What follows belongs to an exercise in optimizing a design on an open flow for a short achievable clock period and few clock cycles; a production flow would make more cautious choices. Only simulation tests tie the RTL to the original design; equivalence was not proved. Power figures rest on the tool's default switching activity, not on a simulated workload.

## flow/config.mk

```make
export PLATFORM = sky130hd
export DESIGN_NAME = mips_core
export DESIGN_NICKNAME = mips_core
export VERILOG_FILES = /design/flow/design.v
export SDC_FILE = /design/flow/constraint.sdc
export NUM_CORES = 4
export LEC_CHECK = 0
export CAP_MARGIN = 20
export CORE_MARGIN = 2
export CORE_UTILIZATION = 40
export PLACE_DENSITY = 0.6
export SETUP_SLACK_MARGIN = 3.0
export SLEW_MARGIN = 20
```

## flow/constraint.sdc

```tcl
create_clock -name core_clock -period 6.0 [get_ports {clk}]
set_input_delay 1.2000 -clock core_clock [delete_from_list [all_inputs] [get_ports {clk}]]
set_output_delay 1.2000 -clock core_clock [all_outputs]
set_load 0.01 [all_outputs]
```

## flow/design.v

```verilog
 `timescale 1ns / 1ps
module alu (
	input wire [31:0] a, b,   
	input wire [4:0] sa,
	input wire [31:0] a_reg, b_reg,   
	input wire [31:0] res, res_n,     
	input wire sub,      
	input wire [3:0] sum_sel,   
	input wire [3:0] slt_sel,   
	input wire op_and, op_or, op_srl,
	output wire [31:0] result
	);
	wire [31:0] sum_rr, sum_mr, sum_rm, sum_rn;
	wire c_rr, c_mr, c_rn;
	prefix_add #(32) ADD_RR (.a(a_reg), .b(b_reg), .cin(sub), .sum(sum_rr), .cout(), .cmsb(c_rr));
	prefix_add #(32) ADD_MR (.a(res), .b(b_reg), .cin(sub), .sum(sum_mr), .cout(), .cmsb(c_mr));
	prefix_add #(32) ADD_RM (.a(a_reg), .b(res), .cin(1'b0), .sum(sum_rm), .cout(), .cmsb());
	prefix_add #(32) ADD_RN (.a(a_reg), .b(res_n), .cin(1'b1), .sum(sum_rn), .cout(), .cmsb(c_rn));
	wire [31:0] sum = ({32{sum_sel[0]}} & sum_rr) | ({32{sum_sel[1]}} & sum_mr)
		| ({32{sum_sel[2]}} & sum_rm) | ({32{sum_sel[3]}} & sum_rn);
	wire carry31 = (slt_sel[0] & c_rr) | (slt_sel[1] & c_mr) | (slt_sel[3] & c_rn);
	wire is_slt = |slt_sel;
	wire lt = (a[31] ^ ~b[31]) ? a[31] : ~carry31;
	wire [31:0] shr = b >> sa;
	wire [31:0] other = ({32{op_and}} & (a & b))
		| ({32{op_or}} & (a | b))
		| ({32{op_srl}} & shr);
	assign result = sum | other | {31'b0, is_slt & lt};
endmodule
module prefix_add #(parameter W = 32) (
	input wire [W-1:0] a, b,
	input wire cin,
	output wire [W-1:0] sum,
	output wire cout,
	output wire cmsb   
	);
	localparam N = W + 1;   
	localparam L = (N <= 2) ? 1 : (N <= 4) ? 2 : (N <= 8) ? 3 : (N <= 16) ? 4 : (N <= 32) ? 5 : 6;
	wire [N-1:0] g [0:L];
	wire [N-1:0] p [0:L];
	assign g[0] = {a & b, cin};
	assign p[0] = {a ^ b, 1'b0};
	genvar k, i;
	generate
		for (k = 0; k < L; k = k + 1) begin : level
			for (i = 0; i < N; i = i + 1) begin : col
				if (((i >> k) & 1) == 1) begin : merge
					assign g[k+1][i] = g[k][i] | (p[k][i] & g[k][((i >> k) << k) - 1]);
					assign p[k+1][i] = p[k][i] & p[k][((i >> k) << k) - 1];
				end
				else begin : pass
					assign g[k+1][i] = g[k][i];
					assign p[k+1][i] = p[k][i];
				end
			end
		end
	endgenerate
	assign sum = p[0][N-1:1] ^ g[L][N-2:0];
	assign cout = g[L][N-1];
	assign cmsb = g[L][N-2];
endmodule
 `timescale 1ns / 1ps
module regfile (
	input wire clk,
	input wire [4:0] addr_a,
	output wire [31:0] data_a,
	input wire [4:0] addr_b,
	output wire [31:0] data_b,
	input wire en_w,
	input wire [4:0] addr_w,
	input wire [31:0] data_w
	);
	reg [31:0] regfile [1:31];   
	always @(posedge clk) begin
		if (en_w && addr_w != 0)
			regfile[addr_w] <= data_w;
	end
	assign data_a = (addr_a == 0) ? 32'b0 : regfile[addr_a];
	assign data_b = (addr_b == 0) ? 32'b0 : regfile[addr_b];
endmodule
 `timescale 1ns / 1ps
module controller (
	input wire [31:0] inst,
	output reg rs_used,       
	output reg rt_used,       
	output reg b_is_rt,       
	output reg [2:0] b_imm,   
	output reg wen,           
	output reg [4:0] dst,     
	output reg is_load,
	output reg is_store,
	output reg is_branch,
	output reg is_beq,
	output reg is_jr,
	output reg op_add,        
	output reg op_sub,        
	output reg op_and,
	output reg op_or,
	output reg op_slt,
	output reg op_srl,
	output reg op_pass       
	);
localparam
	PC_NEXT    = 0,
	PC_JUMP    = 1,
	PC_JR      = 2,
	PC_BEQ     = 4,
	PC_BNE     = 5;
localparam
	EXE_A_RS     = 0,
	EXE_A_SA     = 1,
	EXE_A_LINK   = 2,
	EXE_A_BRANCH = 3;
localparam
	EXE_B_RT     = 0,
	EXE_B_IMM    = 1,
	EXE_B_LINK   = 2,
	EXE_B_BRANCH = 3;
localparam
	EXE_ALU_ADD    = 0,
	EXE_ALU_SUB    = 1,
	EXE_ALU_SLT    = 2,
	EXE_ALU_LUI    = 3,
	EXE_ALU_AND    = 4,
	EXE_ALU_OR     = 5,
	EXE_ALU_SR     = 9;
localparam
	WB_ADDR_RD    = 0,
	WB_ADDR_RT    = 1,
	WB_ADDR_LINK  = 2;
localparam
	WB_DATA_ALU   = 0,
	WB_DATA_MEM   = 1;
localparam
	PC_RESET  = 32'h0000_0000;
localparam   
	INST_R          = 6'b000000,   
	R_FUNC_SRL      = 6'b000010,   
	R_FUNC_JR       = 6'b001000,
	R_FUNC_ADD      = 6'b100000,
	R_FUNC_SUB      = 6'b100010,
	R_FUNC_AND      = 6'b100100,
	R_FUNC_OR       = 6'b100101,
	R_FUNC_SLT      = 6'b101010,
	INST_J          = 6'b000010,
	INST_JAL        = 6'b000011,
	INST_BEQ        = 6'b000100,
	INST_BNE        = 6'b000101,
	INST_ADDI       = 6'b001000,
	INST_SLTI       = 6'b001010,
	INST_ANDI       = 6'b001100,
	INST_ORI        = 6'b001101,
	INST_LUI        = 6'b001111,
	INST_LW         = 6'b100011,
	INST_SW         = 6'b101011;
localparam
	GPR_ZERO = 0,
	GPR_AT = 1,
	GPR_V0 = 2,
	GPR_V1 = 3,
	GPR_A0 = 4,
	GPR_A1 = 5,
	GPR_A2 = 6,
	GPR_A3 = 7,
	GPR_T0 = 8,
	GPR_T1 = 9,
	GPR_T2 = 10,
	GPR_T3 = 11,
	GPR_T4 = 12,
	GPR_T5 = 13,
	GPR_T6 = 14,
	GPR_T7 = 15,
	GPR_S0 = 16,
	GPR_S1 = 17,
	GPR_S2 = 18,
	GPR_S3 = 19,
	GPR_S4 = 20,
	GPR_S5 = 21,
	GPR_S6 = 22,
	GPR_S7 = 23,
	GPR_T8 = 24,
	GPR_T9 = 25,
	GPR_K0 = 26,
	GPR_K1 = 27,
	GPR_GP = 28,
	GPR_SP = 29,
	GPR_FP = 30,
	GPR_RA = 31;
	always @(*) begin
		rs_used = 0; rt_used = 0; b_is_rt = 0; b_imm = 0;
		wen = 0; dst = inst[15:11];
		is_load = 0; is_store = 0; is_branch = 0; is_beq = 0; is_jr = 0;
		op_add = 0; op_sub = 0; op_and = 0; op_or = 0; op_slt = 0; op_srl = 0; op_pass = 0;
		case (inst[31:26])
			INST_R: begin
				case (inst[5:0])
					R_FUNC_JR: begin is_jr = 1; rs_used = 1; end
					R_FUNC_ADD: begin op_add = 1; wen = 1; rs_used = 1; rt_used = 1; b_is_rt = 1; end
					R_FUNC_SUB: begin op_add = 1; op_sub = 1; wen = 1; rs_used = 1; rt_used = 1; b_is_rt = 1; end
					R_FUNC_AND: begin op_and = 1; wen = 1; rs_used = 1; rt_used = 1; b_is_rt = 1; end
					R_FUNC_OR:  begin op_or = 1; wen = 1; rs_used = 1; rt_used = 1; b_is_rt = 1; end
					R_FUNC_SLT: begin op_slt = 1; op_sub = 1; wen = 1; rs_used = 1; rt_used = 1; b_is_rt = 1; end
					R_FUNC_SRL: begin op_srl = 1; wen = 1; rt_used = 1; b_is_rt = 1; end
					default: ;
				endcase
			end
			INST_JAL: begin op_pass = 1; b_imm = 3; wen = 1; dst = 5'd31; end
			INST_BEQ: begin is_branch = 1; is_beq = 1; rs_used = 1; rt_used = 1; b_is_rt = 1; end
			INST_BNE: begin is_branch = 1; rs_used = 1; rt_used = 1; b_is_rt = 1; end
			INST_ADDI: begin op_add = 1; b_imm = 0; wen = 1; dst = inst[20:16]; rs_used = 1; end
			INST_SLTI: begin op_slt = 1; op_sub = 1; b_imm = 0; wen = 1; dst = inst[20:16]; rs_used = 1; end
			INST_ANDI: begin op_and = 1; b_imm = 1; wen = 1; dst = inst[20:16]; rs_used = 1; end
			INST_ORI:  begin op_or = 1; b_imm = 1; wen = 1; dst = inst[20:16]; rs_used = 1; end
			INST_LUI:  begin op_pass = 1; b_imm = 2; wen = 1; dst = inst[20:16]; end
			INST_LW:   begin op_add = 1; b_imm = 0; is_load = 1; wen = 1; dst = inst[20:16]; rs_used = 1; end
			INST_SW:   begin op_add = 1; b_imm = 0; is_store = 1; rs_used = 1; rt_used = 1; end
			default: ;
		endcase
		if (dst == 5'd0)
			wen = 0;
	end
endmodule
 `timescale 1ns / 1ps
module datapath (
	input wire clk,
	input wire rst,
	output wire [31:0] inst_addr,
	input wire [31:0] inst_data,
	output wire mem_wen,
	output wire [31:0] mem_addr,
	output wire [31:0] mem_dout,
	input wire [31:0] mem_din
	);
localparam
	PC_NEXT    = 0,
	PC_JUMP    = 1,
	PC_JR      = 2,
	PC_BEQ     = 4,
	PC_BNE     = 5;
localparam
	EXE_A_RS     = 0,
	EXE_A_SA     = 1,
	EXE_A_LINK   = 2,
	EXE_A_BRANCH = 3;
localparam
	EXE_B_RT     = 0,
	EXE_B_IMM    = 1,
	EXE_B_LINK   = 2,
	EXE_B_BRANCH = 3;
localparam
	EXE_ALU_ADD    = 0,
	EXE_ALU_SUB    = 1,
	EXE_ALU_SLT    = 2,
	EXE_ALU_LUI    = 3,
	EXE_ALU_AND    = 4,
	EXE_ALU_OR     = 5,
	EXE_ALU_SR     = 9;
localparam
	WB_ADDR_RD    = 0,
	WB_ADDR_RT    = 1,
	WB_ADDR_LINK  = 2;
localparam
	WB_DATA_ALU   = 0,
	WB_DATA_MEM   = 1;
localparam
	PC_RESET  = 32'h0000_0000;
localparam   
	INST_R          = 6'b000000,   
	R_FUNC_SRL      = 6'b000010,   
	R_FUNC_JR       = 6'b001000,
	R_FUNC_ADD      = 6'b100000,
	R_FUNC_SUB      = 6'b100010,
	R_FUNC_AND      = 6'b100100,
	R_FUNC_OR       = 6'b100101,
	R_FUNC_SLT      = 6'b101010,
	INST_J          = 6'b000010,
	INST_JAL        = 6'b000011,
	INST_BEQ        = 6'b000100,
	INST_BNE        = 6'b000101,
	INST_ADDI       = 6'b001000,
	INST_SLTI       = 6'b001010,
	INST_ANDI       = 6'b001100,
	INST_ORI        = 6'b001101,
	INST_LUI        = 6'b001111,
	INST_LW         = 6'b100011,
	INST_SW         = 6'b101011;
localparam
	GPR_ZERO = 0,
	GPR_AT = 1,
	GPR_V0 = 2,
	GPR_V1 = 3,
	GPR_A0 = 4,
	GPR_A1 = 5,
	GPR_A2 = 6,
	GPR_A3 = 7,
	GPR_T0 = 8,
	GPR_T1 = 9,
	GPR_T2 = 10,
	GPR_T3 = 11,
	GPR_T4 = 12,
	GPR_T5 = 13,
	GPR_T6 = 14,
	GPR_T7 = 15,
	GPR_S0 = 16,
	GPR_S1 = 17,
	GPR_S2 = 18,
	GPR_S3 = 19,
	GPR_S4 = 20,
	GPR_S5 = 21,
	GPR_S6 = 22,
	GPR_S7 = 23,
	GPR_T8 = 24,
	GPR_T9 = 25,
	GPR_K0 = 26,
	GPR_K1 = 27,
	GPR_GP = 28,
	GPR_SP = 29,
	GPR_FP = 30,
	GPR_RA = 31;
	reg [31:0] pc;
	wire [29:0] pc4_w;
	prefix_add #(30) PC_INC (.a(pc[31:2]), .b(30'd0), .cin(1'b1), .sum(pc4_w), .cout(), .cmsb());
	wire [31:0] pc4 = {pc4_w, pc[1:0]};
	wire [5:0] if_op = inst_data[31:26];
	wire if_jump = (if_op == INST_J) || (if_op == INST_JAL);
	wire [31:0] jump_target = {4'b0000, inst_data[25:0], 2'b00};
	wire if_rs_eq_rt = (inst_data[25:21] == inst_data[20:16]);
	wire if_pred = ((if_op == INST_BEQ) && if_rs_eq_rt) || ((if_op == INST_BNE) && !if_rs_eq_rt);
	wire [9:0] fast_lo;
	wire fast_c;
	prefix_add #(10) FAST_ADD (.a(pc[11:2]), .b(inst_data[9:0]), .cin(1'b1), .sum(fast_lo), .cout(fast_c), .cmsb());
	wire fast_hi = (inst_data[15:10] == 6'h3F) || (inst_data[15:10] == 6'h00);
	wire fast_ok = fast_c ? (inst_data[15:10] == 6'h3F) : (inst_data[15:10] == 6'h00);
	wire if_fast = if_pred && fast_hi;
	wire [31:0] fast_target = {pc[31:12], fast_lo, pc[1:0]};
	wire [29:0] bt_w;
	prefix_add #(30) BT_ADD (.a(pc[31:2]), .b({{14{inst_data[15]}}, inst_data[15:0]}), .cin(1'b1), .sum(bt_w), .cout(), .cmsb());
	reg id_valid;
	reg [31:0] id_inst;
	reg [31:0] id_pc4;
	reg id_pred;   
	reg id_bad;    
	reg [31:0] id_target;
	wire d_rs_used, d_rt_used, d_b_is_rt, d_wen, d_load, d_store, d_branch, d_beq, d_jr;
	wire [2:0] d_b_imm;
	wire [4:0] d_dst;
	wire d_add, d_sub, d_and, d_or, d_slt, d_srl, d_pass;
	controller CONTROLLER (
		.inst(id_inst),
		.rs_used(d_rs_used), .rt_used(d_rt_used), .b_is_rt(d_b_is_rt), .b_imm(d_b_imm),
		.wen(d_wen), .dst(d_dst),
		.is_load(d_load), .is_store(d_store), .is_branch(d_branch), .is_beq(d_beq), .is_jr(d_jr),
		.op_add(d_add), .op_sub(d_sub), .op_and(d_and), .op_or(d_or), .op_slt(d_slt),
		.op_srl(d_srl), .op_pass(d_pass)
	);
	wire [4:0] rs = id_inst[25:21];
	wire [4:0] rt = id_inst[20:16];
	reg ex_wen, ex_load, ex_store, ex_branch;
	reg [4:0] ex_dst;
	reg mem_wen_r, mem_load, mem_store;
	reg [4:0] mem_dst;
	reg [31:0] mem_res;
	reg [31:0] mem_res_n;   
	reg [31:0] mem_sd;
	wire [31:0] rf_rs, rf_rt;
	wire [31:0] mem_wdata = mem_load ? mem_din : mem_res;
	regfile REGFILE (
		.clk(clk),
		.addr_a(rs), .data_a(rf_rs),
		.addr_b(rt), .data_b(rf_rt),
		.en_w(mem_wen_r), .addr_w(mem_dst), .data_w(mem_wdata)
	);
	wire rs_ex_hit = ex_wen && (ex_dst == rs);
	wire rt_ex_hit = ex_wen && (ex_dst == rt);
	wire rs_mem_hit = mem_wen_r && (mem_dst == rs);
	wire rt_mem_hit = mem_wen_r && (mem_dst == rt);
	wire [31:0] fwd_rs = rs_mem_hit ? mem_wdata : rf_rs;
	wire [31:0] fwd_rt = rt_mem_hit ? mem_wdata : rf_rt;
	wire stall = id_valid && (
		(d_rs_used && rs_ex_hit && (ex_load || d_jr)) ||
		(d_rt_used && rt_ex_hit && ex_load) ||
		(d_rs_used && d_b_is_rt && !d_branch && rs_ex_hit && rt_ex_hit));
	reg [31:0] ex_a, ex_b, ex_sd, ex_pc4, ex_target;
	reg ex_pred, ex_bad, ex_beq;
	reg [4:0] ex_sa;
	reg ex_byp_a, ex_byp_b, ex_byp_bn, ex_byp_sd, ex_mis_eq;
	reg ex_sub, ex_and, ex_or, ex_srl;
	reg [3:0] ex_sum_sel, ex_slt_sel;
	wire [31:0] opa = ex_a | ({32{ex_byp_a}} & mem_res);
	wire [31:0] opb = ex_b | ({32{ex_byp_b}} & mem_res) | ({32{ex_byp_bn}} & mem_res_n);
	wire [31:0] sd = ex_sd | ({32{ex_byp_sd}} & mem_res);
	wire [31:0] alu_out;
	alu ALU (
		.a(opa), .b(opb), .sa(ex_sa),
		.a_reg(ex_a), .b_reg(ex_b), .res(mem_res), .res_n(mem_res_n),
		.sub(ex_sub), .sum_sel(ex_sum_sel), .slt_sel(ex_slt_sel),
		.op_and(ex_and), .op_or(ex_or), .op_srl(ex_srl),
		.result(alu_out)
	);
	wire eq_regs = (ex_a == ex_b);
	wire eq_mem_b = (mem_res == ex_b);
	wire eq_a_mem = (ex_a == mem_res);
	wire ex_eq = ex_byp_a ? (ex_byp_b || eq_mem_b) : (ex_byp_b ? eq_a_mem : eq_regs);
	wire mispredict = ex_branch && !mis_r && (ex_bad || (ex_eq == ex_mis_eq));
	wire ex_taken = ex_beq ? ex_eq : !ex_eq;
	reg mis_r;
	reg [31:0] mis_pc4, mis_target;
	reg mis_to_pc4;
	always @(posedge clk) begin
		mis_r <= mispredict && !rst;
		mis_pc4 <= ex_pc4;
		mis_target <= ex_target;
		mis_to_pc4 <= ex_bad ? !ex_taken : ex_pred;
	end
	wire [31:0] mis_pc = mis_to_pc4 ? mis_pc4 : mis_target;
	wire jr_redirect = id_valid && d_jr && !stall && !mis_r;
	wire [31:0] pc_seq = jr_redirect ? fwd_rs : if_jump ? jump_target : if_fast ? fast_target : pc4;
	wire [31:0] pc_keep = rst ? PC_RESET : (stall ? pc : pc_seq);
	always @(posedge clk) begin
		if (mis_r && !rst)
			pc <= mis_pc;
		else
			pc <= pc_keep;
	end
	assign inst_addr = pc;
	always @(posedge clk) begin
		if (rst || mis_r || jr_redirect)
			id_valid <= 0;
		else if (!stall)
			id_valid <= 1;
	end
	always @(posedge clk) begin
		if (!stall) begin
			id_inst <= inst_data;
			id_pc4 <= pc4;
			id_pred <= if_fast;
			id_bad <= if_fast && !fast_ok;
			id_target <= {bt_w, pc[1:0]};
		end
	end
	wire id_go = id_valid && !stall && !mis_r;
	always @(posedge clk) begin
		if (rst || !id_go) begin
			ex_wen <= 0;
			ex_load <= 0;
			ex_store <= 0;
			ex_branch <= 0;
		end
		else begin
			ex_wen <= d_wen;
			ex_load <= d_load;
			ex_store <= d_store;
			ex_branch <= d_branch;
		end
	end
	always @(posedge clk) begin
		ex_dst <= d_dst;
		ex_pred <= id_pred;
		ex_bad <= id_bad;
		ex_beq <= d_beq;
		ex_pc4 <= id_pc4;
		ex_target <= id_target;
		ex_sa <= id_inst[10:6];
		ex_sub <= d_sub;
		ex_and <= d_and;
		ex_or <= d_or;
		ex_srl <= d_srl;
		ex_sum_sel <= {4{d_add}} & sum_choice | {3'b0, d_pass};
		ex_slt_sel <= {4{d_slt}} & sum_choice;
		ex_mis_eq <= d_beq ? !id_pred : id_pred;
		ex_a <= (rs_ex_hit || d_pass) ? 32'b0 : fwd_rs;
		ex_byp_a <= rs_ex_hit;
		ex_sd <= rt_ex_hit ? 32'b0 : fwd_rt;
		ex_byp_sd <= rt_ex_hit;
		if (d_b_is_rt) begin
			ex_b <= rt_ex_hit ? 32'b0 : (d_sub ? ~fwd_rt : fwd_rt);
			ex_byp_b <= rt_ex_hit && !d_sub;
			ex_byp_bn <= rt_ex_hit && d_sub;
		end
		else begin
			ex_byp_b <= 0;
			ex_byp_bn <= 0;
			case (d_b_imm)
				3'd0: ex_b <= d_sub ? ~{{16{id_inst[15]}}, id_inst[15:0]} : {{16{id_inst[15]}}, id_inst[15:0]};
				3'd1: ex_b <= {16'b0, id_inst[15:0]};
				3'd2: ex_b <= {id_inst[15:0], 16'b0};
				default: ex_b <= id_pc4;
			endcase
		end
	end
	wire b_hit = d_b_is_rt && rt_ex_hit;
	wire [3:0] sum_choice = {b_hit && d_sub, b_hit && !d_sub, rs_ex_hit, !rs_ex_hit && !b_hit};
	always @(posedge clk) begin
		if (rst) begin
			mem_wen_r <= 0;
			mem_load <= 0;
			mem_store <= 0;
		end
		else begin
			mem_wen_r <= ex_wen && !mis_r;
			mem_load <= ex_load && !mis_r;
			mem_store <= ex_store && !mis_r;
		end
	end
	always @(posedge clk) begin
		mem_dst <= ex_dst;
		mem_res <= alu_out;
		mem_res_n <= ~alu_out;
		mem_sd <= sd;
	end
	assign
		mem_wen = mem_store,
		mem_addr = mem_res,
		mem_dout = mem_sd;
endmodule
 `timescale 1ns / 1ps
module mips_core (
	input wire clk,   
	input wire rst,   
	output wire [31:0] inst_addr,   
	input wire [31:0] inst_data,   
	output wire mem_wen,   
	output wire [31:0] mem_addr,   
	output wire [31:0] mem_dout,   
	input wire [31:0] mem_din   
	);
	datapath DATAPATH (
		.clk(clk),
		.rst(rst),
		.inst_addr(inst_addr),
		.inst_data(inst_data),
		.mem_wen(mem_wen),
		.mem_addr(mem_addr),
		.mem_dout(mem_dout),
		.mem_din(mem_din)
	);
endmodule
```

## flow/run.sh

```bash
#!/bin/bash
# synth_recipe.tcl (not shown) runs the flow's synth.tcl, then flattens the netlist and writes it again
# the make line also repeats each setting of config.mk as NAME=value (left out here)
make -C /OpenROAD-flow-scripts/flow DESIGN_CONFIG=/design/flow/config.mk WORK_HOME=/design/flow/orfs CLKGATE_MAP_FILE= SYNTH_SCRIPT=/design/flow/synth_recipe.tcl finish
```

==> results of run 1 <==
-- power breakdown --
group	internal (mW)	leakage, nW	switching [mW]
clock	6.02	2.69	4.41
sequential	11.4	13.7	0.351
combinational	1.86	16.8	2.37
-- logic make-up after synthesis --
family | count (synthesis) | share of synthesized area, %
flops | 1491 | 55.7
compound gates | 990 | 8.94
simple gates | 862 | 5.66
mux | 855 | 21.2
buf+inv | 410 | 2.41
xor+xnor | 236 | 2.80
fa+ha+maj | 180 | 3.28
other cells | 1 | 0.00509
-- metal layers --
| layer | track usage [%] | routed length, µm | up-vias | part of all wire [%] |
|---|---|---|---|---|
| li1 | - | - | 21372 | - |
| met2 | 43.9 | 126000 | 3276 | 46 |
| met1 | 35.6 | 101000 | 26606 | 36 |
| met4 | 19.0 | 22400 | 14 | 8.1 |
| met3 | 5.81 | 26500 | 765 | 9.6 |
| met5 | 0 | 98 | - | 0.036 |
-- state kept, by name, indices dropped and copies added (netlist names), 4 cells and up, named ones only --
signal                    count
DATAPATH.ex_sa                5
DATAPATH.mis_target          30
DATAPATH.ex_sum_sel           4
DATAPATH.mem_res             32
DATAPATH.mem_sd              32
DATAPATH.ex_dst               5
DATAPATH.ex_pc4              32
DATAPATH.id_inst             32
DATAPATH.ex_target           30
DATAPATH.mem_res_n           32
DATAPATH.REGFILE.regfile    992
DATAPATH.mem_dst              5
DATAPATH.mis_pc4             32
DATAPATH.ex_slt_sel           4
DATAPATH.pc                  32
DATAPATH.id_pc4              30
DATAPATH.ex_b                32
DATAPATH.id_target           32
DATAPATH.ex_sd               32
DATAPATH.ex_a                32
-- placed cells by master, fill, tap and decap left out, drive strengths merged, types with 113 or more instances in the layout --
cell	n
dfxtp	371
mux4	560
mux2i	258
clkbuf	244
a21oi	279
a211oi	113
o21ai	165
buf	558
xnor2	114
edfxtp	1120
nand2	224
xor2	122
ha	158
nor2	279
-- how the worst max path moves through the flow --
stage / end / slack (ns) / cells past startpoint
final: DATAPATH.id_pc4[25]$_DFFE_PP_ / 2.79 / 14
after global routing: DATAPATH.id_pc4[25]$_DFFE_PP_ / 2.73 / 14
after CTS: DATAPATH.pc[9]$_DFFE_PP_ / 2.82 / 11
after detailed placement: DATAPATH.pc[10]$_DFFE_PP_ / 1.54 / 11
after global placement: DATAPATH.pc[10]$_DFFE_PP_ / 1.54 / 11
after floorplan: DATAPATH.id_bad$_DFFE_PP_ / 1.94 / 12
-- per-stage QoR --
step                      util (%)  power [mW]  cells
final                         50.6        26.4   8242
after detailed placement      43.0        15.2   7474
after global placement        43.0        15.2   7472
after floorplan                  -        13.9   5025
after CTS                     48.3        25.9   7987
after global routing          50.6        27.1   8235
-- what timing repair did --
item | CTS | global route
endpoints found under the setup margin | 461 | 327
pin swaps | 60 | 158
resized for setup | 519 | 375
buffers inserted | 193 | 205
endpoints found under the hold margin | 0 | 0
gates cloned | 13 | 40
-- cell type report --
type | count | area (µm²) | area share (%)
repair inverters | 1 | 7.51 | 0.00811
well taps | 2464 | 3080 | 3.33
multi-input cells | 3126 | 34100 | 36.9
diodes | 9 | 22.5 | 0.0243
repair buffers | 749 | 8170 | 8.83
inverters | 95 | 370 | 0.400
clock inverters | 93 | 1070 | 1.15
flip-flops and latches | 1491 | 41300 | 44.6
clock buffers | 214 | 4450 | 4.80
==> key figures, run 1 <==
Finish
  • Area added between synthesis and finish: 25.6%
  • Filler instances: between 15000 and 20000
  • Post-route cell area: between 90000 and 100000 µm²
  • Nets: 5876
  • Layout cells sized above 1: 34.4%

Setup path
  • Reg2Reg Depth: 14
  • Most common cell on crit path: buf_6
  • Max incr delay on CP: 0.51 ns
  • Ordered list of cells on the worst path: or2_4, or3_4, nor2b_4, buf_6, a21o_4, nand2_4, nor2_4, o311ai_4, a21boi_4, buf_12, clkinvlp_4, buf_4, buf_6, clkbuf_16
  • Top cell family by delay on the critical path: simple AND/OR/NAND/NOR gates
  • Critical Path Source: DATAPATH.id_inst[31]$_DFFE_PP_
  • Buf/Inv on CP: 6
  • Setup crit start kind: register
  • Critical Path End Type: register
  • Reg-to-reg startpoint: DATAPATH.id_inst[31]$_DFFE_PP_
  • CP required: 6.60 ns
  • Capture point of the worst reg-to-reg path: DATAPATH.id_pc4[25]$_DFFE_PP_
  • Max FO, Critical Path: 5
  • FF-to-FF setup slack: 2.79 ns
  • CP max-delay cell: edfxtp_1
  • Worst Setup Path Type: register to register
  • Crit path DAT: 3.82 ns

CTS
  • Clock transition at the registers of the reported paths: about 0.06 ns
  • CTS Hold Bufs: 0
  • CTS Buffer Depth: 3
  • Clock Sinks: ~1500
  • Clk root buf: clkbuf_16
  • H-Tree Depth: 4
  • Clock latency on the worst-skew pair: 0.84 ns
  • TritonCTS clock tree: built
  • CTS Buf Count: 166

Routing
  • DRC: 0
  • Routed WL: roughly 280000 µm
  • First DRT Iteration DRCs: 6510
  • Antenna Nets Post-Route: 0
  • Number of vias per cell: 6.31
  • Detailed-route via count: 52033
  • DR WL/cell: approximately 33 µm
  • First-pass DRT Iterations: 6

Synthesis
  • Synth area leader: edfxtp_1
  • Async S/R FF share, synth: 0%
  • Top cell type's share of synthesized area: 45.6%
  • Mapped Area: 73700 µm²
  • Mapped Cells: 5025
  • Area contributors post-synth: edfxtp_1 46%, mux4_2 17%, dfxtp_1 10%
  • Ys Warns: 6
  • Register area share after synthesis: 55.7%
  • Syn Nets: about 5300
  • Cell variety after synth: 102
  • Synthesized area per cell: 14.7 µm²
  • Synth Flop Type: edfxtp_1
  • Most common cell in the synthesized netlist: edfxtp_1
  • EDFF count, synth: 1120
  • #FFs+latches synth: 1491
  • Synth cell count leaders: 1120 x edfxtp_1, 560 x mux4_2, 371 x dfxtp_1

STA
  • Min Tclk post-route: 3.21 ns
  • Setup Skew: 0.0644 ns
  • Tcrit/Tclk final: approximately 54%
  • Slew at the pin with the worst max-slew slack: 1.13 ns
  • Hold_ws: between 0.3 and 0.4 ns
  • Final hold viol count: 0
  • Final Max Tran Viols: 0
  • Setup tns final: 0 ns
  • Slew headroom: 24.8%
  • Final WS setup: 2.79 ns
  • RSZ-0062 raised after global routing: yes
  • Achievable Freq: 311 MHz
  • Setup violators final: 0

GRT
  • First-pass GRT wire length: 373000 µm
  • Initial antenna violation count: 12
  • Largest net degree at the start of global routing: 97
  • Global route total overflow: 0
  • Tot GR Track Use: 28.2%
  • Number of global-route vias before repair: 49482

Min path
  • Hold Path Origin: DATAPATH.ex_pc4[25]$_DFF_P_
  • Hold Crit Endpoint: DATAPATH.mis_pc4[25]$_DFF_P_
  • Hold path cells: 0
  • Worst min path class: register to register

Floorplanning
  • Die Area: between 150000 and 200000 µm²
  • Num rows: around 160
  • I/O pin cnt: 163
  • Die Ht: between 400 and 500 µm
  • Die width: 433 µm
  • Initial Util: 40.3%
  • Core area: 183000 µm²

Power and ir drop
  • LEAKAGE: between 30 and 40 nW
  • Peak VDD IR: 0.000254 V
  • Pwr/cell area: between 200 and 300 nW/µm²

Place
  • Buffers on Ports: around 160
  • Hpwl dp: 169000 µm
  • Pre-CTS WS: 1.54 ns
  • Area after DPL: 78800 µm²
  • Routability cong.: 1.00

Job
  • Max-cap violations: 0

Outcome
  • Run status: complete, no violations
Testbench counts, summed over its fixed seeds: cycles 23,076.
==> run 2, diff against run 1 <==
--- a/flow/design.v
+++ b/flow/design.v
@@ -326,2 +326,5 @@
 	wire [31:0] jump_target = {4'b0000, inst_data[25:0], 2'b00};
+	wire if_jal = (if_op == INST_JAL);
+	wire if_ret = (if_op == INST_R) && (inst_data[5:0] == R_FUNC_JR) && (inst_data[25:21] == 5'd31);
+	reg [31:0] ras;
 	wire if_rs_eq_rt = (inst_data[25:21] == inst_data[20:16]);
@@ -342,2 +345,3 @@
 	reg id_bad;    
+	reg id_ret;    
 	reg [31:0] id_target;
@@ -379,3 +383,3 @@
 	wire stall = id_valid && (
-		(d_rs_used && rs_ex_hit && (ex_load || d_jr)) ||
+		(d_rs_used && rs_ex_hit && (ex_load || (d_jr && !id_ret))) ||
 		(d_rt_used && rt_ex_hit && ex_load) ||
@@ -383,3 +387,3 @@
 	reg [31:0] ex_a, ex_b, ex_sd, ex_pc4, ex_target;
-	reg ex_pred, ex_bad, ex_beq;
+	reg ex_pred, ex_bad, ex_beq, ex_ret;
 	reg [4:0] ex_sa;
@@ -403,7 +407,8 @@
 	wire ex_eq = ex_byp_a ? (ex_byp_b || eq_mem_b) : (ex_byp_b ? eq_a_mem : eq_regs);
-	wire mispredict = ex_branch && !mis_r && (ex_bad || (ex_eq == ex_mis_eq));
+	wire ret_ok = ex_byp_a ? (mem_res == ex_target) : (ex_a == ex_target);
+	wire mispredict = !mis_r && ((ex_branch && (ex_bad || (ex_eq == ex_mis_eq))) || (ex_ret && !ret_ok));
 	wire ex_taken = ex_beq ? ex_eq : !ex_eq;
 	reg mis_r;
-	reg [31:0] mis_pc4, mis_target;
-	reg mis_to_pc4;
+	reg [31:0] mis_pc4, mis_target, mis_ret;
+	reg mis_to_pc4, mis_is_ret;
 	always @(posedge clk) begin
@@ -412,7 +417,9 @@
 		mis_target <= ex_target;
+		mis_ret <= opa;
+		mis_is_ret <= ex_ret;
 		mis_to_pc4 <= ex_bad ? !ex_taken : ex_pred;
 	end
-	wire [31:0] mis_pc = mis_to_pc4 ? mis_pc4 : mis_target;
-	wire jr_redirect = id_valid && d_jr && !stall && !mis_r;
-	wire [31:0] pc_seq = jr_redirect ? fwd_rs : if_jump ? jump_target : if_fast ? fast_target : pc4;
+	wire [31:0] mis_pc = mis_is_ret ? mis_ret : mis_to_pc4 ? mis_pc4 : mis_target;
+	wire jr_redirect = id_valid && d_jr && !id_ret && !stall && !mis_r;
+	wire [31:0] pc_seq = jr_redirect ? fwd_rs : if_jump ? jump_target : if_ret ? ras : if_fast ? fast_target : pc4;
 	wire [31:0] pc_keep = rst ? PC_RESET : (stall ? pc : pc_seq);
@@ -432,3 +439,8 @@
 	always @(posedge clk) begin
+		if (if_jal && !stall && !mis_r && !jr_redirect)
+			ras <= pc4;
+	end
+	always @(posedge clk) begin
 		if (!stall) begin
+			id_ret <= if_ret;
 			id_inst <= inst_data;
@@ -437,3 +449,3 @@
 			id_bad <= if_fast && !fast_ok;
-			id_target <= {bt_w, pc[1:0]};
+			id_target <= if_ret ? ras : {bt_w, pc[1:0]};
 		end
@@ -447,4 +459,6 @@
 			ex_branch <= 0;
+			ex_ret <= 0;
 		end
 		else begin
+			ex_ret <= id_ret;
 			ex_wen <= d_wen;
--- a/flow/config.mk
+++ b/flow/config.mk
@@ -11,3 +11,3 @@
 export PLACE_DENSITY = 0.6
-export SETUP_SLACK_MARGIN = 3.0
+export SETUP_SLACK_MARGIN = 3.5
 export SLEW_MARGIN = 20
==> key figures, run 2 <==
Power and ir drop
  • Seq pwr share: 44.2% (was 44.5%)
  • P_int: 20.3 mW (was 19.3 mW)
  • Peak VDD IR: 0.000339 V (was 0.000254 V)
  • LEAKAGE: 37.3 nW (was 33.2 nW)
  • Sw frac: 27.6% (was 27.0%)
  • Clock share of power: 37.6% (was 39.5%)
  • Pwr/cell area: 271 nW/µm² (was 285 nW/µm²)
  • Sw Pwr: 7.73 mW (was 7.13 mW)
  • Gate power share: 18.2% (was 16.0%)
  • Power, Total: 28.0 mW (was 26.4 mW)

Floorplanning
  • Core area: 191000 µm² (was 183000 µm²)
  • Die Ht: 442 µm (was 433 µm)
  • Die width: 442 µm (was 433 µm)
  • Initial Util: 40.3% (about the same)
  • I/O pin cnt: 163 (unchanged)
  • Die Area: 196000 µm² (was 188000 µm²)
  • Num rows: 160 (was 157)

Finish
  • Largest register FFs: 992 (unchanged)
  • Layout cells sized above 1: 43.3% (was 34.4%)
  • Most common cell after layout, fill and taps aside: edfxtp_1 (unchanged)
  • Reg with most FFs: DATAPATH.REGFILE.regfile (unchanged)
  • Filler instances: 15133 (was 15231)
  • Most frequent cells in the layout: 1155 x edfxtp_1, 557 x mux4_2, 460 x buf_4 (was 1120 x edfxtp_1, 560 x mux4_2, 398 x buf_4)
  • Util after Layout: 54.1% (was 50.6%)
  • Area added between synthesis and finish: 34.2% (was 25.6%)
  • Nets: 6538 (was 5876)

Setup path
  • Reg2Reg Depth: 11 (was 14)
  • Buf/Inv on CP: 5 (was 6)
  • Max FO, Critical Path: 5 (unchanged)
  • Max incr delay on CP: 0.50 ns (was 0.51 ns)
  • Top cell family by delay on the critical path: multiplexers (was simple AND/OR/NAND/NOR gates)
  • Ordered list of cells on the worst path: buf_12, buf_16, buf_12, buf_16, buf_4, mux4_2, mux4_2, mux2i_4, o22ai_4, o21ai_2, o22ai_1 (was or2_4, or3_4, nor2b_4, buf_6, a21o_4, nand2_4, nor2_4, o311ai_4, a21boi_4, buf_12, clkinvlp_4, buf_4, buf_6, clkbuf_16)
  • FF-to-FF setup slack: 2.78 ns (was 2.79 ns)
  • Worst Setup Path Type: register to register (unchanged)
  • CP required: 6.55 ns (was 6.60 ns)
  • Capture point of the worst reg-to-reg path: DATAPATH.pc[7]$_DFFE_PP_ (was DATAPATH.id_pc4[25]$_DFFE_PP_)
  • Critical Path End Type: register (unchanged)
  • CP max-delay cell: mux4_2 (was edfxtp_1)
  • Crit path DAT: 3.77 ns (was 3.82 ns)
  • Setup crit start kind: register (unchanged)

Place
  • Pre-CTS WS: 1.34 ns (was 1.54 ns)
  • Buffers on Ports: 162 (unchanged)
  • Hpwl dp: 186000 µm (was 169000 µm)
  • Routability cong.: 0.993 (was 1.00)

Routing
  • Number of vias per cell: 6.32 (was 6.31)
  • First DRT Iteration DRCs: 6674 (was 6510)
  • DR WL/cell: 34.4 µm (was 33.5 µm)
  • DRC: 0 (unchanged)
  • Routed WL: 308000 µm (was 276000 µm)
  • Detailed-route via count: 56516 (was 52033)
  • First-pass DRT Iterations: 8 (was 6)
  • Antenna Nets Post-Route: 0 (unchanged)

CTS
  • Clk root buf: clkbuf_16 (unchanged)
  • Clock latency on the worst-skew pair: 0.85 ns (was 0.84 ns)
  • CTS Buffer Depth: 3 (unchanged)
  • CTS Hold Bufs: 0 (unchanged)
  • Clock transition at the registers of the reported paths: 0.06 ns (about the same)
  • TritonCTS clock tree: built (unchanged)
  • Clock Sinks: 1564 (was 1491)
  • H-Tree Depth: 4 (unchanged)
  • CTS Buf Count: 169 (was 166)

Synthesis
  • #FFs+latches synth: 1564 (was 1491)
  • Synth area leader: edfxtp_1 (unchanged)
  • Cell variety after synth: 95 (was 102)
  • Register area share after synthesis: 55.8% (was 55.7%)
  • Post-synthesis compound-gate area fraction: 9.09% (was 8.94%)
  • Async S/R FF share, synth: 0% (unchanged)
  • Synth Flop Type: edfxtp_1 (unchanged)
  • Mapped Area: 76800 µm² (was 73700 µm²)
  • Syn Nets: 5599 (was 5271)
  • Mapped Cells: 5353 (was 5025)
  • EDFF count, synth: 1155 (was 1120)
  • Adder-cell share of the synthesized area: 3.15% (was 3.28%)
  • Synth cell count leaders: 1155 x edfxtp_1, 557 x mux4_2, 409 x dfxtp_1 (was 1120 x edfxtp_1, 560 x mux4_2, 371 x dfxtp_1)
  • Mux share of post-synthesis cell area: 20.4% (was 21.2%)
  • Ys Warns: 6 (unchanged)
  • Synthesized area per cell: 14.4 µm² (was 14.7 µm²)
  • Largest family of logic cells by synthesized area: multiplexers (unchanged)
  • Top cell type's share of synthesized area: 45.1% (was 45.6%)
  • Simple-gate share of the synthesized area: 5.96% (was 5.66%)
  • Area contributors post-synth: edfxtp_1 45%, mux4_2 16%, dfxtp_1 11% (was edfxtp_1 46%, mux4_2 17%, dfxtp_1 10%)
  • Area share of xor/xnor cells in the synthesized design: 3.17% (was 2.80%)
  • Most common cell in the synthesized netlist: edfxtp_1 (unchanged)

STA
  • Min Tclk post-route: 3.22 ns (was 3.21 ns)
  • Final hold viol count: 0 (unchanged)
  • Tcrit/Tclk final: 53.6% (about the same)
  • Slew at the pin with the worst max-slew slack: 1.02 ns (was 1.13 ns)
  • Slew headroom: 32.0% (was 24.8%)
  • Achievable Freq: 311 MHz (about the same)
  • Setup violators final: 0 (unchanged)
  • Final Max Tran Viols: 0 (unchanged)
  • RSZ-0062 raised after global routing: yes (unchanged)
  • Setup Skew: 0.0455 ns (was 0.0644 ns)
  • Final WS setup: 2.78 ns (was 2.79 ns)
  • Setup tns final: 0 ns (unchanged)

Min path
  • Worst min path class: register to register (unchanged)
  • Hold Crit Endpoint: DATAPATH.mis_pc4[3]$_DFF_P_ (was DATAPATH.mis_pc4[25]$_DFF_P_)
  • Hold path cells: 0 (unchanged)
  • Hold Path Origin: DATAPATH.ex_pc4[3]$_DFF_P_ (was DATAPATH.ex_pc4[25]$_DFF_P_)

GRT
  • Largest net degree at the start of global routing: 55 (was 97)
  • Number of global-route vias before repair: 55696 (was 49482)
  • Global route total overflow: 0 (unchanged)
  • Tot GR Track Use: 30.7% (was 28.2%)
  • First-pass GRT wire length: 424000 µm (was 373000 µm)
  • Initial antenna violation count: 13 (was 12)

Job
  • Max-cap violations: 0 (unchanged)

Outcome
  • Run status: complete, no violations (unchanged)
[run 2: changes by cell type in the layout (fill, tap and decap cells not counted), sizes merged, moves of 17 or more]
cell,previous run,this run
a21o,87,117
buf,558,1022
clkbuf,244,225
clkdlybuf4s50,78,38
dfxtp,371,409
dlygate4sd2,63,13
edfxtp,1120,1155
nand2,224,264
nor2,279,342
nor3,49,32
o21ai,165,200
xnor2,114,147
[run 2: metal layers]
| layer | part of all wire (%) | GRT usage [%] |
|---|---|---|
| met3 | 9.4 | 6.22 |
| met5 | 0.026 | 0 |
| met2 | 46 | 48.9 |
| met1 | 35 | 37.4 |
| met4 | 8.9 | 21.6 |
[run 2: repair_timing]
item	4_1_cts	5_1_grt
setup endpoints to repair	942	1019
gates cloned	76	11
buffers inserted	564	147
gates resized for setup	1548	387
pin swaps	300	259
endpoints found under the hold margin	0	0
[run 2: logic make-up (layout without fill, tap and decap cells)]
kind of cell             after synthesis  in the layout
multiplexers                         866            866
adder cells (fa/ha/maj)              180            180
other                                  1              8
flip-flops                          1564           1564
AND/OR/NAND/NOR                      976            980
AO/OA/AOI/OAI                       1058           1060
XOR/XNOR                             278            278
buffers and inverters                430           1496
[run 2: through the flow]
stage,std cells,cell area (µm²),hold slack (ns)
finish,8943,103000,0.325
global route,8938,103000,0.328
CTS,8778,100000,0.325
detailed placement,7834,82800,0.312
global placement,7834,82800,0.310
floorplan,5353,78000,0.310
[run 2: worst max path at each step]
stage	start	to	depth (start not counted)
CTS	register	DATAPATH.pc[13]$_DFFE_PP_	12
finish	register	DATAPATH.pc[7]$_DFFE_PP_	11
floorplan	DATAPATH.id_inst[31]$_DFFE_PP_	DATAPATH.id_bad$_DFFE_PP_	10
global placement	inst_data[22]	DATAPATH.pc[15]$_DFFE_PP_	11
global route	register	DATAPATH.pc[12]$_DFFE_PP_	13
detailed placement	inst_data[22]	DATAPATH.pc[14]$_DFFE_PP_	10
[run 2: final cells by class]
type | instances | area (µm²) | share of cell area (%)
inverters | 92 | 389 | 0.377
flip-flops and latches | 1564 | 43200 | 41.9
well taps | 2511 | 3140 | 3.05
clock inverters | 88 | 862 | 0.836
repair buffers | 1090 | 13000 | 12.6
multi-input cells | 3365 | 37800 | 36.7
clock buffers | 216 | 4650 | 4.50
diodes | 7 | 17.5 | 0.0170
repair inverters | 10 | 75.1 | 0.0728
[run 2: power groups by stage]
| stage | clock (mW) | combinational (mW) | sequential (mW) |
|---|---|---|---|
| 2_1_floorplan | 0 | 2.31 | 12.4 |
| 3_5_place_dp | 0 | 3.49 | 12.7 |
| 4_1_cts | 10.6 | 4.67 | 12.4 |
| 3_3_place_gp | 0 | 3.45 | 12.7 |
| 5_1_grt | 11.0 | 5.31 | 12.4 |
| 6_report | 10.5 | 5.10 | 12.4 |
Testbench counts of run 2, summed over its fixed seeds: cycles 22,834.
==> run 3, diff against run 2 <==
--- a/flow/design.v
+++ b/flow/design.v
@@ -7,3 +7,3 @@
 	input wire sub,      
-	input wire [3:0] sum_sel,   
+	input wire [4:0] sum_sel,   
 	input wire [3:0] slt_sel,   
@@ -18,4 +18,5 @@
 	prefix_add #(32) ADD_RN (.a(a_reg), .b(res_n), .cin(1'b1), .sum(sum_rn), .cout(), .cmsb(c_rn));
+	wire [31:0] sum_mm = {res[30:0], 1'b0};
 	wire [31:0] sum = ({32{sum_sel[0]}} & sum_rr) | ({32{sum_sel[1]}} & sum_mr)
-		| ({32{sum_sel[2]}} & sum_rm) | ({32{sum_sel[3]}} & sum_rn);
+		| ({32{sum_sel[2]}} & sum_rm) | ({32{sum_sel[3]}} & sum_rn) | ({32{sum_sel[4]}} & sum_mm);
 	wire carry31 = (slt_sel[0] & c_rr) | (slt_sel[1] & c_mr) | (slt_sel[3] & c_rn);
@@ -64,5 +65,5 @@
 	input wire clk,
-	input wire [4:0] addr_a,
+	input wire [31:0] sel_a,   
 	output wire [31:0] data_a,
-	input wire [4:0] addr_b,
+	input wire [31:0] sel_b,   
 	output wire [31:0] data_b,
@@ -72,9 +73,19 @@
 	);
-	reg [31:0] regfile [1:31];   
+	reg [31:0] rf [0:31];   
 	always @(posedge clk) begin
 		if (en_w && addr_w != 0)
-			regfile[addr_w] <= data_w;
+			rf[addr_w] <= data_w;
 	end
-	assign data_a = (addr_a == 0) ? 32'b0 : regfile[addr_a];
-	assign data_b = (addr_b == 0) ? 32'b0 : regfile[addr_b];
+	reg [31:0] rd_a, rd_b;
+	integer i;
+	always @(*) begin
+		rd_a = 32'b0;
+		rd_b = 32'b0;
+		for (i = 1; i < 32; i = i + 1) begin
+			rd_a = rd_a | (sel_a[i] ? rf[i] : 32'b0);
+			rd_b = rd_b | (sel_b[i] ? rf[i] : 32'b0);
+		end
+	end
+	assign data_a = rd_a;
+	assign data_b = rd_b;
 endmodule
@@ -340,4 +351,15 @@
 	prefix_add #(30) BT_ADD (.a(pc[31:2]), .b({{14{inst_data[15]}}, inst_data[15:0]}), .cin(1'b1), .sum(bt_w), .cout(), .cmsb());
+	wire f_rs_used, f_rt_used, f_jr;
+	controller PREDECODE (
+		.inst(inst_data),
+		.rs_used(f_rs_used), .rt_used(f_rt_used), .b_is_rt(), .b_imm(),
+		.wen(), .dst(),
+		.is_load(), .is_store(), .is_branch(), .is_beq(), .is_jr(f_jr),
+		.op_add(), .op_sub(), .op_and(), .op_or(), .op_slt(),
+		.op_srl(), .op_pass()
+	);
 	reg id_valid;
 	reg [31:0] id_inst;
+	reg [31:0] id_rs_sel, id_rt_sel;   
+	reg id_h_rs, id_h_rt, id_h_jr;     
 	reg [31:0] id_pc4;
@@ -372,4 +394,4 @@
 		.clk(clk),
-		.addr_a(rs), .data_a(rf_rs),
-		.addr_b(rt), .data_b(rf_rt),
+		.sel_a(id_rs_sel), .data_a(rf_rs),
+		.sel_b(id_rt_sel), .data_b(rf_rt),
 		.en_w(mem_wen_r), .addr_w(mem_dst), .data_w(mem_wdata)
@@ -383,5 +405,4 @@
 	wire stall = id_valid && (
-		(d_rs_used && rs_ex_hit && (ex_load || (d_jr && !id_ret))) ||
-		(d_rt_used && rt_ex_hit && ex_load) ||
-		(d_rs_used && d_b_is_rt && !d_branch && rs_ex_hit && rt_ex_hit));
+		(id_h_rs && rs_ex_hit && (ex_load || id_h_jr)) ||
+		(id_h_rt && rt_ex_hit && ex_load));
 	reg [31:0] ex_a, ex_b, ex_sd, ex_pc4, ex_target;
@@ -391,3 +412,4 @@
 	reg ex_sub, ex_and, ex_or, ex_srl;
-	reg [3:0] ex_sum_sel, ex_slt_sel;
+	reg [4:0] ex_sum_sel;
+	reg [3:0] ex_slt_sel;
 	wire [31:0] opa = ex_a | ({32{ex_byp_a}} & mem_res);
@@ -446,2 +468,7 @@
 			id_inst <= inst_data;
+			id_h_rs <= f_rs_used;
+			id_h_rt <= f_rt_used;
+			id_h_jr <= f_jr && !if_ret;
+			id_rs_sel <= 32'd1 << inst_data[25:21];
+			id_rt_sel <= 32'd1 << inst_data[20:16];
 			id_pc4 <= pc4;
@@ -481,4 +508,4 @@
 		ex_srl <= d_srl;
-		ex_sum_sel <= {4{d_add}} & sum_choice | {3'b0, d_pass};
-		ex_slt_sel <= {4{d_slt}} & sum_choice;
+		ex_sum_sel <= {5{d_add}} & sum_choice | {4'b0, d_pass};
+		ex_slt_sel <= {4{d_slt}} & sum_choice[3:0];
 		ex_mis_eq <= d_beq ? !id_pred : id_pred;
@@ -505,3 +532,4 @@
 	wire b_hit = d_b_is_rt && rt_ex_hit;
-	wire [3:0] sum_choice = {b_hit && d_sub, b_hit && !d_sub, rs_ex_hit, !rs_ex_hit && !b_hit};
+	wire [4:0] sum_choice = {rs_ex_hit && b_hit && !d_sub, !rs_ex_hit && b_hit && d_sub,
+		!rs_ex_hit && b_hit && !d_sub, rs_ex_hit && !b_hit, !rs_ex_hit && !b_hit};
 	always @(posedge clk) begin
--- a/flow/config.mk
+++ b/flow/config.mk
@@ -9,4 +9,4 @@
 export CORE_MARGIN = 2
-export CORE_UTILIZATION = 40
-export PLACE_DENSITY = 0.6
+export CORE_UTILIZATION = 60
+export PLACE_DENSITY = 0.75
 export SETUP_SLACK_MARGIN = 3.5
==> key figures, run 3 <==
CTS
  • CTS Buffer Depth: 3 (unchanged)
  • H-Tree Depth: 4 (unchanged)
  • Clock Sinks: 1620 (was 1564)
  • CTS Hold Bufs: 0 (unchanged)
  • CTS Buf Count: 162 (was 169)
  • Clk root buf: clkbuf_16 (unchanged)

Outcome
  • Run status: stopped before the end (was complete, no violations)
  • Fail Step: global routing
  • Run Error: [ERROR GRT-0232] Routing congestion too high. Check the congestion heatmap in the GUI.

GRT
  • Initial antenna violation count: 65
  • Global route total overflow: 13
  • Tot GR Track Use: 71.5%
  • Largest net degree at the start of global routing: between 80 and 90

Synthesis
  • Cell variety after synth: 98 (was 95)
  • Synthesized area per cell: 12.9 µm² (was 14.4 µm²)
  • Syn Nets: 5998 (was 5599)
  • Mapped Cells: 5752 (was 5353)
  • Synth area leader: edfxtp_1 (unchanged)
  • Area contributors post-synth: edfxtp_1 50%, dfxtp_1 11%, a221oi_1 5.8% (was edfxtp_1 45%, mux4_2 16%, dfxtp_1 11%)
  • Mapped Area: 74000 µm² (was 76800 µm²)
  • Ys Warns: 6 (unchanged)
  • Synth Flop Type: edfxtp_1 (unchanged)
  • Async S/R FF share, synth: 0% (unchanged)
  • #FFs+latches synth: 1620 (was 1564)
  • Top cell type's share of synthesized area: 49.5% (was 45.1%)
  • Register area share after synthesis: 60.3% (was 55.8%)
  • Synth cell count leaders: 1220 x edfxtp_1, 494 x a221oi_1, 453 x a22o_1 (was 1155 x edfxtp_1, 557 x mux4_2, 409 x dfxtp_1)
  • Most common cell in the synthesized netlist: edfxtp_1 (unchanged)
  • EDFF count, synth: 1220 (was 1155)

Floorplanning
  • I/O pin cnt: 163 (unchanged)
  • Num rows: 128 (was 160)
  • Initial Util: 60.6% (was 40.3%)
  • Die Ht: 355 µm (was 442 µm)
  • Die width: 355 µm (was 442 µm)

Place
  • Buffers on Ports: 162 (unchanged)
  • Routability cong.: 1.06 (was 0.993)
  • Hpwl dp: 219000 µm (was 186000 µm)

STA
  • Worst End Pin Type: sequential cell input
  • Worst EP post-GRT repair: DATAPATH.mem_res[31]$_DFF_P_/D
run 3: cell count changes after synthesis, moves of 82 or more:
| cell | delta |
|---|---|
| nor3_1 | +99 |
| clkbuf_1 | +123 |
| nor2_1 | -82 |
| a22o_1 | +450 |
| a221oi_1 | +469 |
| mux4_2 | -547 |
| mux2i_1 | -90 |
| nand4_1 | +127 |
run 3: kinds of logic after synthesis:
family | count (synthesis) | share of synthesized area (%)
adder cells (fa/ha/maj) | 180 | 3.27
other | 1 | 0.00507
flip-flops | 1620 | 60.3
buffers and inverters | 496 | 2.62
multiplexers | 204 | 2.96
XOR/XNOR | 270 | 3.20
AND/OR/NAND/NOR | 1076 | 7.48
AO/OA/AOI/OAI | 1905 | 20.1
run 3: stage by stage:
stage,hold WS (ns),cell area (µm²),cells,setup slack [ns]
floorplan,0.310,74900,5752,2.60
CTS,0.326,93500,8238,2.87
detailed placement,0.312,78900,7376,1.37
global placement,0.310,78900,7374,1.48
run 3: routing by layer:
layer	GRT overflow	track usage, %
met1	1	72.9
met2	3	86.4
met3	0	56.6
met4	9	68.2
met5	0	36.8
run 3: power by group through the flow:
| stage | registers, mW | logic, mW | clock network [mW] |
|---|---|---|---|
| 4_1_cts | 12.9 | 4.12 | 10.2 |
| 3_5_place_dp | 13.2 | 3.24 | 0 |
| 3_3_place_gp | 13.2 | 3.18 | 0 |
| 2_1_floorplan | 12.9 | 2.00 | 0 |
run 3: worst max path at each step:
| stage | startpoint | to | slack, ns | cells past startpoint |
|---|---|---|---|---|
| detailed placement | inst_data[21] | DATAPATH.pc[14]$_DFFE_PP_ | 1.37 | 11 |
| floorplan | inst_data[1] | DATAPATH.id_target[17]$_DFFE_PN_ | 2.60 | 10 |
| global placement | inst_data[15] | DATAPATH.id_target[31]$_DFFE_PN_ | 1.48 | 12 |
| CTS | DATAPATH.ex_a[7]$_SDFF_PP0_ | DATAPATH.mem_res[31]$_DFF_P_ | 2.87 | 11 |
run 3: timing repair:
item | in CTS
endpoints found under the setup margin | 1741
buffers inserted | 522
pin swaps | 318
gates resized for setup | 1549
cloned | 40
Testbench counts of run 3, summed over its fixed seeds: cycles 22,787.
==> run 4, diff against run 3 <==
--- a/flow/config.mk
+++ b/flow/config.mk
@@ -9,5 +9,5 @@
 export CORE_MARGIN = 2
-export CORE_UTILIZATION = 60
-export PLACE_DENSITY = 0.75
-export SETUP_SLACK_MARGIN = 3.5
+export CORE_UTILIZATION = 40
+export PLACE_DENSITY = 0.6
+export SETUP_SLACK_MARGIN = 3.0
 export SLEW_MARGIN = 20
==> key figures, run 4 <==
STA
  • RSZ-0062 raised after global routing: yes
  • Final Max Tran Viols: 0
  • Setup tns final: 0 ns
  • Final hold viol count: 0
  • Hold_ws: 0.323 ns
  • Achievable Freq: between 300 and 400 MHz
  • Setup violators final: 0
  • Setup Skew: between 0.04 and 0.05 ns
  • Min Tclk post-route: 3.16 ns
  • Tcrit/Tclk final: 52.6%
  • Slew headroom: 20.8%
  • Slew at the pin with the worst max-slew slack: about 1.2 ns

Routing
  • DR WL/cell: 41.7 µm
  • First DRT Iteration DRCs: 12949
  • Detailed-route via count: 64358
  • Number of vias per cell: 7.23
  • Routed WL: 371000 µm
  • DRC: 0
  • Antenna Nets Post-Route: 0
  • First-pass DRT Iterations: 9

Synthesis
  • Mapped Area: 74000 µm² (unchanged)
  • Register area share after synthesis: 60.3% (unchanged)
  • Top cell type's share of synthesized area: 49.5% (unchanged)
  • Async S/R FF share, synth: 0% (unchanged)
  • Synth cell count leaders: 1220 x edfxtp_1, 494 x a221oi_1, 453 x a22o_1 (unchanged)
  • #FFs+latches synth: 1620 (unchanged)
  • Area contributors post-synth: edfxtp_1 50%, dfxtp_1 11%, a221oi_1 5.8% (unchanged)
  • Mapped Cells: 5752 (unchanged)
  • Cell variety after synth: 98 (unchanged)
  • Synthesized area per cell: 12.9 µm² (unchanged)
  • Ys Warns: 6 (unchanged)
  • Syn Nets: 5998 (unchanged)
  • Most common cell in the synthesized netlist: edfxtp_1 (unchanged)
  • EDFF count, synth: 1220 (unchanged)
  • Synth area leader: edfxtp_1 (unchanged)
  • Synth Flop Type: edfxtp_1 (unchanged)

Place
  • Hpwl dp: 228000 µm (was 219000 µm)
  • Placed cell count: 8214 (was 7376)
  • Buffers on Ports: 162 (unchanged)
  • Area after DPL: 79600 µm² (was 78900 µm²)
  • Routability cong.: 0.996 (was 1.06)

Finish
  • Post-route cell area: 91000 µm²
  • Reg with most FFs: DATAPATH.REGFILE.rf
  • Most common cell after layout, fill and taps aside: edfxtp_1
  • Nets: 6514
  • Most frequent cells in the layout: 1220 x edfxtp_1, 471 x a221oi_1, 461 x buf_4
  • Area added between synthesis and finish: 23.1%
  • Layout cells sized above 1: between 20% and 30%
  • Largest register FFs: just under 1000
  • Layout Cells excl Fill: 8900

Setup path
  • Critical Path Source: DATAPATH.mem_res[0]$_DFF_P_
  • Worst Setup Path Type: register to register
  • FF-to-FF setup slack: 2.84 ns
  • Max FO, Critical Path: 5
  • Top cell family by delay on the critical path: compound AO/OA/AOI/OAI gates
  • Ordered list of cells on the worst path: fa_2, a211oi_4, o21ai_2, and3_4, o2111a_2, o21a_4, o21ai_4, a21oi_2, or4_4, a221o_1
  • Max incr delay on CP: 0.52 ns
  • Critical Path End: DATAPATH.mem_res[31]$_DFF_P_
  • CP max-delay cell: or4_4
  • CP required: roughly 6.8 ns
  • Buf/Inv on CP: 0
  • Crit path DAT: 3.90 ns
  • Reg2Reg Depth: 10
  • Setup crit start kind: register
  • Stages on worst setup path: 10
  • Capture point of the worst reg-to-reg path: DATAPATH.mem_res[31]$_DFF_P_
  • Critical Path End Type: register
  • Reg-to-reg startpoint: DATAPATH.mem_res[0]$_DFF_P_

Floorplanning
  • Die Area: roughly 190000 µm²
  • I/O pin cnt: 163 (unchanged)
  • Die Ht: 434 µm (was 355 µm)
  • Initial Util: 40.3% (was 60.6%)
  • Die width: 434 µm (was 355 µm)
  • Core area: 183000 µm²
  • Num rows: 157 (was 128)

CTS
  • TritonCTS clock tree: built
  • CTS Buffer Depth: 3 (unchanged)
  • CTS Hold Bufs: 0 (unchanged)
  • CTS Buf Count: 169 (was 162)
  • Clock Sinks: 1620 (unchanged)
  • Clk root buf: clkbuf_16 (unchanged)
  • H-Tree Depth: 4 (unchanged)
  • Clock transition at the registers of the reported paths: 0.07 ns
  • Clock latency on the worst-skew pair: 0.87 ns

Min path
  • Worst min path class: register to register

GRT
  • Number of global-route vias before repair: 59635
  • Tot GR Track Use: 38.2%
  • Global route total overflow: 0
  • Initial antenna violation count: 21
  • Largest net degree at the start of global routing: 60
  • First-pass GRT wire length: 494000 µm

Outcome
  • Run status: complete, no violations (was stopped before the end)

Power and ir drop
  • LEAKAGE: 32.6 nW
  • Peak VDD IR: 0.000228 V
  • Pwr/cell area: 308 nW/µm²

Job
  • Max-cap violations: 0
-- run 4: cells by family after synthesis --
family                     share of synthesized area [%]
AOI/OAI and AO/OA                                   20.1
DFF                                                 60.3
and+or+nand+nor                                     7.48
buffers and inverters                               2.62
xor gates and xnor gates                            3.20
muxes                                               2.96
adders and majority gates                           3.27
other                                            0.00507
-- run 4: worst min-delay path by stage --
stage                                      from  slack (ns)  cells after the start                      endpoint
global route        DATAPATH.ex_pc4[20]$_DFF_P_        0.33                      0  DATAPATH.mis_pc4[20]$_DFF_P_
global placement     DATAPATH.ex_pc4[8]$_DFF_P_        0.31                      0   DATAPATH.mis_pc4[8]$_DFF_P_
CTS                 DATAPATH.ex_pc4[20]$_DFF_P_        0.32                      0  DATAPATH.mis_pc4[20]$_DFF_P_
finish               DATAPATH.ex_pc4[8]$_DFF_P_        0.32                      0   DATAPATH.mis_pc4[8]$_DFF_P_
detailed placement  DATAPATH.ex_pc4[12]$_DFF_P_        0.31                      0  DATAPATH.mis_pc4[12]$_DFF_P_
floorplan            DATAPATH.ex_pc4[0]$_DFF_P_        0.31                      0   DATAPATH.mis_pc4[0]$_DFF_P_
-- run 4: final cells by class --
cell class / instances / area (µm²)
clock inverter: 102 / 1150
fill: 15840 / 92400
clock buffer: 215 / 4580
antenna: 22 / 55.1
timing repair inverter: 2 / 12.5
sequential: 1620 / 44900
timing repair buffer: 719 / 6530
multi-input combinational: 3645 / 30300
tap: 2464 / 3080
inverter: 111 / 449
-- run 4: report_power, final --
| group | switching, mW | internal (mW) |
|---|---|---|
| combinational | 2.63 | 1.56 |
| clock | 4.86 | 6.17 |
| sequential | 0.427 | 12.4 |
-- run 4: timing repair --
item / CTS / global route
cloned: 10 / 2
gates resized for setup: 474 / 289
pin swaps: 94 / 121
setup buffers: 215 / 120
setup endpoints to repair: 673 / 550
-- run 4: through the flow --
stage / utilization, % / total power, mW / setup slack, ns
final: 49.6 / 28.1 / 2.84
after detailed placement: 43.4 / 16.4 / 1.33
after global placement: 43.4 / 16.4 / 1.37
after global routing: 49.6 / 28.6 / 2.81
after floorplan: - / 14.8 / 2.34
after CTS: 48.4 / 27.5 / 2.80
-- run 4: per-layer routing --
layer	track usage (%)	routed length [µm]	vias up	share of wire [%]
li1	-	-	24509	-
met1	44.1	118000	31096	32
met2	55.3	154000	6594	41
met3	14.2	55800	2139	15
met4	33.8	43300	20	12
met5	1.04	378	-	0.10

[afterwards: timing with drivers on the ports]
The results above use ideal ports. As a check the final layouts listed here were re-extracted and re-timed, cells and wires unchanged. Step 1 (the two cells are an assumption about what drives the block):
set clk [get_ports {clk}]
set_driving_cell -lib_cell sky130_fd_sc_hd__clkbuf_16 $clk
set_driving_cell -lib_cell sky130_fd_sc_hd__buf_2 [delete_from_list [all_inputs] $clk]
Step 2 moves the port delays by t, midway between the first and last clock arrival at a register: inputs arrive t later, outputs are due t later. That takes back most of the time a late clock gives input paths. Three values: no drivers, after step 1, after step 2; two values: the first two.
| run | t (ns) | setup slack, ns | hold WS [ns] | worst setup path at the end | cell pins on the clock port's net |
|---|---|---|---|---|---|
| run 1 | 0.897 | 2.786 / 2.786 / 2.096 | 0.321 / 0.321 / 0.321 | input to register | 1 |
| run 2 | 0.913 | 2.782 / 2.782 / 2.091 | 0.325 / 0.325 / 0.325 | input to register | 1 |
| run 4 | 0.941 | 2.845 / 2.845 / 2.137 | 0.323 / 0.323 / 0.323 | input to register | 1 |
After both steps setup and hold are still met in every run listed. For run 4, which loses most, drivers alone change the setup slack by 0.000 ns; drivers and shift together by -0.708 ns.
